Background: an optimization exercise with open tools, aiming at small area, a short achievable clock period and few clock cycles. Do not read the settings as production practice. The RTL was checked by simulation tests, not by an equivalence proof against the original design. Power is estimated from default activity; no workload was simulated.

// topmodule
module topmodule (
    input clk,
    input en,reset,
    output [31:0] imem_addr,
    input  [31:0] imem_rdata,
    output [31:0] dmem_addr,
    output [31:0] dmem_wdata,
    output dmem_we,
    input  [31:0] dmem_rdata,
    output halted
);
Size in the first run: ~630 flip-flops, ~170 I/O pins, ~44,000 sq um of cells after synthesis.
Settings: LEC_CHECK=0, CAP_MARGIN=20, CORE_MARGIN=2, CORE_UTILIZATION=40, PLACE_DENSITY=0.6, SETUP_SLACK_MARGIN=0.8, SLEW_MARGIN=20; clock period 5.5 ns.
run.sh (not shown) runs the stock make flow with config.mk's settings and CLKGATE_MAP_FILE= SYNTH_SCRIPT=/design/flow/synth_recipe.tcl, a recipe that flattens the netlist after the stock synthesis.
The baseline finished with timing, DRC and antenna clean.
Testbench counts at the start, summed over its fixed seeds: cycles 72,631.
Then changed:
- SETUP_SLACK_MARGIN: 0.8 -> not set
Now the flow completed and failed the layout checks on setup timing.
Clock power drops by 7.2%.
Design area drops by about 3.2%.
Worst setup slack loses 370 ps.


The RTL this note starts from:
==> flow/design.v <==
`timescale 1ns / 1ps
module topmodule (
    input clk,
    input en,reset,
    output [31:0] imem_addr,
    input  [31:0] imem_rdata,
    output [31:0] dmem_addr,
    output [31:0] dmem_wdata,
    output dmem_we,
    input  [31:0] dmem_rdata,
    output halted
);
    reg [31:0] pc;
    reg [31:0] sp;
    reg        halt_r;
    reg [31:0] regi [1:15];
    reg        v2;           
    reg [31:0] a2;           
    reg [31:0] b2;           
    reg        ac2, as2;     
    reg        cin2;         
    reg [3:0]  f2;           
    reg [4:0]  w2;           
    reg        wen2;         
    reg        ld2, st2, push2, pop2, call2, ret2;
    reg        br2;          
    reg        pred2;        
    reg [2:0]  c2;           
    reg        retd2;        
    wire [32:0] sum33 = {a2, 1'b1} + {b2, cin2};
    wire [31:0] sum = sum33[32:1];
    reg [31:0] res;
    always @(*) begin
        case (f2)
            4'd0, 4'd1, 4'd9, 4'd10: res = sum;
            4'd2: res = a2 & b2;
            4'd3: res = a2 | b2;
            4'd4: res = a2 ^ b2;
            4'd5: res = ~a2;
            4'd6: res = b2[0] ? {a2[30:0], 1'b0} : a2;
            4'd7: res = b2[0] ? {a2[31], a2[31:1]} : a2;
            4'd8: res = b2[0] ? {1'b0, a2[31:1]} : a2;
            4'd11: res = a2;
            default: res = 32'd0;
        endcase
    end
    function [29:0] inc30(input [29:0] x);
        integer i;
        for (i = 0; i < 30; i = i + 1)
            inc30[i] = x[i] ^ (&(x | ~({30{1'b1}} >> (30 - i))));
    endfunction
    function [29:0] dec30(input [29:0] x);
        integer i;
        for (i = 0; i < 30; i = i + 1)
            dec30[i] = x[i] ^ ~(|(x & ({30{1'b1}} >> (30 - i))));
    endfunction
    wire [31:0] spp4 = {inc30(sp[31:2]), sp[1:0]};
    wire [31:0] spm4 = {dec30(sp[31:2]), sp[1:0]};
    wire        ldw   = ld2 | pop2;
    wire [31:0] wd2   = ldw ? dmem_rdata : res;
    wire        wr2   = v2 & wen2;
    reg taken2;
    always @(*) begin
        case (c2)
            3'd0: taken2 = a2[31];
            3'd1: taken2 = ~a2[31];
            default: taken2 = (a2 == 32'd0);
        endcase
    end
    wire        redirect = v2 & ((ret2 & ~retd2) | (br2 & (taken2 ^ pred2)));
    wire [31:0] sp_s = ~v2 ? sp : (push2 | call2) ? spm4 : (pop2 | ret2) ? spp4 : sp;
    wire [31:0] sp_d = (wr2 && w2 == 5'd16) ? wd2 : sp_s;
    wire [7:0]  bhi   = b2[31:24];
    wire        ainc  = ac2 & ~as2;
    wire        adec  = ~ac2 & as2;
    reg  [7:0]  aflip;
    integer k;
    always @(*) begin
        for (k = 0; k < 8; k = k + 1)
            aflip[k] = (ainc & (&(bhi | ~({8{1'b1}} >> (8 - k))))) |
                       (adec & ~(|(bhi & ({8{1'b1}} >> (8 - k)))));
    end
    wire [31:0] maddr = {bhi ^ aflip, b2[23:0]};
    assign dmem_addr  = (ld2 | st2) ? maddr : (push2 | call2) ? sp : spp4;
    assign dmem_wdata = call2 ? b2 : a2;
    assign dmem_we    = en & v2 & (st2 | push2 | call2);
    assign imem_addr  = pc;
    assign halted     = halt_r;
    wire [31:0] ir = imem_rdata;
    wire [3:0]  op = ir[31:28];
    wire is_alur = (op == 4'd0);
    wire is_alui = (op == 4'd1) || (op == 4'd8);
    wire is_mem  = (op == 4'd2);
    wire is_jmp  = (op == 4'd3);
    wire is_br   = (op == 4'd4);
    wire is_stk  = (op == 4'd5);
    wire is_call = (op == 4'd6);
    wire is_ret  = (op == 4'd7);
    wire is_halt = (op == 4'd9);
    function [31:0] rdraw(input [4:0] r);
        integer k;
        begin
            rdraw = 32'd0;
            for (k = 1; k < 16; k = k + 1)
                rdraw = rdraw | ({32{r == k}} & regi[k]);
        end
    endfunction
    function [31:0] rdreg(input [4:0] r, input [31:0] raw);
        if (r[4]) rdreg = sp_d;
        else if (wr2 && w2 == r && r != 5'd0) rdreg = wd2;
        else rdreg = raw;
    endfunction
    wire [31:0] ra_raw = rdraw(ir[27:23]);
    wire [31:0] rb_raw = rdraw(ir[22:18]);
    wire [31:0] ra = rdreg(ir[27:23], ra_raw);
    wire [31:0] rb = rdreg(ir[22:18], rb_raw);
    wire [4:0]  rbase = ir[27:23];
    wire [31:0] base  = rbase[4] ? sp : ra_raw;
    wire        fwd_a = (wr2 & (w2 == rbase)) | (rbase[4] & v2 & (push2 | pop2 | call2 | ret2));
    wire        hazard = is_mem & fwd_a;
    wire [31:0] imm   = {{18{ir[17]}}, ir[17:4]};
    wire [24:0] alo   = {1'b0, base[23:0]} + {1'b0, imm[23:0]};
    wire [31:0] addr1 = {base[31:24], alo[23:0]};
    wire [3:0]  f1    = (is_alur | is_alui) ? ir[3:0] : 4'd0;
    wire        use4  = (f1 == 4'd9) | (f1 == 4'd10);
    wire        sub1  = (f1 == 4'd1) | (f1 == 4'd10);
    wire [31:0] bsel  = use4 ? 32'd4 : is_alur ? rb : imm;
    wire [31:0] npc    = {inc30(pc[31:2]), pc[1:0]};
    wire [29:0] offs   = is_br ? {{11{ir[22]}}, ir[22:4]} : {{2{ir[27]}}, ir[27:0]};
    wire [30:0] t31    = {pc[31:2], 1'b1} + {offs, 1'b1};
    wire [31:0] tgt_j  = {t31[30:1], pc[1:0]};
    wire [31:0] tgt_b  = tgt_j;
    wire [4:0]  w1   = is_alur ? ir[17:13] : is_stk ? ir[27:23] : ir[22:18];
    wire        wen1 = is_alur | is_alui | (is_mem & ~ir[0]) | (is_stk & ir[0]);
    wire        bdyn = (ir[2:0] == 3'd0) | (ir[2:0] == 3'd1) | (ir[2:0] == 3'd2);
    reg taken1;
    always @(*) begin
        case (ir[2:0])
            3'd7: taken1 = 1'b0;
            3'd0: taken1 = base[31];
            3'd1: taken1 = ~base[31];
            3'd2: taken1 = (base == 32'd0);
            default: taken1 = 1'b1;
        endcase
    end
    wire        bpred = is_br & bdyn & fwd_a;
    wire        pt1  = is_br & (bpred ? ir[22] : taken1);
    wire        rfast = is_ret & ~(ld2 | st2 | push2 | pop2 | call2 | ret2) & ~(wr2 & w2 == 5'd16);
    always @(posedge clk) begin
        if (reset) begin
            pc <= 32'd0;
            v2 <= 1'b0;
            halt_r <= 1'b0;
        end else if (en && !halt_r) begin
            if (redirect) pc <= ret2 ? dmem_rdata : b2;
            else if (hazard | is_halt) pc <= pc;
            else if (rfast) pc <= dmem_rdata;
            else if (is_jmp | is_call) pc <= tgt_j;
            else if (pt1) pc <= tgt_b;
            else pc <= npc;
            v2 <= ~redirect & ~is_halt & ~hazard;
            if (is_halt & ~redirect) halt_r <= 1'b1;
        end
    end
    always @(posedge clk) begin
        if (en) begin
            a2    <= (is_mem & ir[0]) ? rb : ra;
            b2    <= is_mem ? addr1 : (is_call | (bpred & ir[22])) ? npc : bpred ? tgt_b :
                     sub1 ? ~bsel : bsel;
            ac2   <= alo[24];
            as2   <= ir[17];
            br2   <= bpred;
            pred2 <= ir[22];
            c2    <= ir[2:0];
            cin2  <= sub1;
            f2    <= f1;
            w2    <= w1;
            wen2  <= wen1;
            ld2   <= is_mem & ~ir[0];
            st2   <= is_mem & ir[0];
            push2 <= is_stk & ~ir[0];
            pop2  <= is_stk & ir[0];
            call2 <= is_call;
            ret2  <= is_ret;
            retd2 <= rfast;
        end
    end
    always @(posedge clk) begin
        if (en && wr2 && w2[4] == 1'b0 && w2[3:0] != 4'd0) regi[w2[3:0]] <= wd2;
    end
    always @(posedge clk) begin
        if (reset) sp <= 32'd900;
        else if (en) sp <= sp_d;
    end
endmodule
==> flow/config.mk <==
export PLATFORM = sky130hd
export DESIGN_NAME = topmodule
export DESIGN_NICKNAME = topmodule
export VERILOG_FILES = /design/flow/design.v
export SDC_FILE = /design/flow/constraint.sdc
export NUM_CORES = 4
export LEC_CHECK = 0
export CAP_MARGIN = 0
export CORE_MARGIN = 2
export CORE_UTILIZATION = 40
export PLACE_DENSITY = 0.6
export SETUP_SLACK_MARGIN = 0.15
export SLEW_MARGIN = 0
export BUFFER_PORTS_ARGS = -buffer_cell sky130_fd_sc_hd__buf_2
export CTS_ARGS = -sink_clustering_enable -repair_clock_nets -dont_use_dummy_load
==> flow/constraint.sdc <==
create_clock -name core_clock -period 5.5 [get_ports {clk}]
set_input_delay 1.1000 -clock core_clock [delete_from_list [all_inputs] [get_ports {clk}]]
set_output_delay 1.1000 -clock core_clock [all_outputs]
set_load 0.01 [all_outputs]
standard.sh (not shown) runs the stock make flow with config.mk's settings and CLKGATE_MAP_FILE= SYNTH_SCRIPT=/design/flow/synth_recipe.tcl, a recipe that flattens the netlist after the stock synthesis.
==> flow/flow/run.sh <==
#!/bin/bash
# Standard layout (the standard.sh, unchanged synthesis) with extra ORFS
# settings from flow/extra.mk appended to the config: plain buffers on the
# ports instead of the default delay-cell buffers, and no dummy loads in the
# clock tree.
set -euo pipefail
cat flow/extra.mk >> config.mk
bash standard.sh > standard.log 2>&1
==> flow/flow/extra.mk <==
export BUFFER_PORTS_ARGS = -buffer_cell sky130_fd_sc_hd__buf_2
export CTS_ARGS = -sink_clustering_enable -repair_clock_nets -dont_use_dummy_load
Testbench counts at the start, summed over its fixed seeds: cycles 73,073.
Change:
CAP_MARGIN = 20   (was 0)
SLEW_MARGIN = 20   (was 0)
Via count is about the same.
Critical path depth goes down by 4.
Wire length barely changes.
Core utilization hardly moves.
Combinational power barely changes.
Power is about the same.
Non-clock buffer count goes up by 1.
Final cell count is about the same.
Worst hold slack gets better by 0.014 ns.
Setup slack gets worse by 0.038 ns.

## static timing again, ports no longer ideal
No port has a modelled driver above. Below, the same layouts with a new extraction and two added sets of constraints.
Step 1 (the two cells are an assumption about what drives the block):
set clk [get_ports {clk}]
set_driving_cell -lib_cell sky130_fd_sc_hd__clkbuf_16 $clk
set_driving_cell -lib_cell sky130_fd_sc_hd__buf_2 [delete_from_list [all_inputs] $clk]
Step 2, shift: input delay + t, output delay - t, t = (earliest + latest rising clock arrival at the registers) / 2. This alone moves slack from input paths to output paths.
Slacks: ideal ports / drivers / drivers and shift; pairs: ideal ports / drivers.
run	t, ns	slack for setup (ns)	hold slack, ns	worst data-port slew with drivers (ns)
the first run of note 1	0.724	0.325 / 0.325 / -0.253	0.526 / 0.526 / 0.526	0.13
the second run of note 1	0.722	-0.041 / -0.041 / -0.511	0.549 / 0.549 / 0.549	0.08
the first run of note 2	0.703	0.360 / 0.295 / -0.407	0.532 / 0.532 / 0.532	0.17
the second run of note 2	0.696	0.323 / 0.323 / -0.324	0.545 / 0.545 / 0.545	0.17
With both steps, setup timing fails in the first run of note 1, the first run of note 2 and the second run of note 2, where it was met with ideal ports. The setup slack of the first run of note 2, which loses most, moves by -0.065 ns with the drivers and by -0.767 ns with both steps.
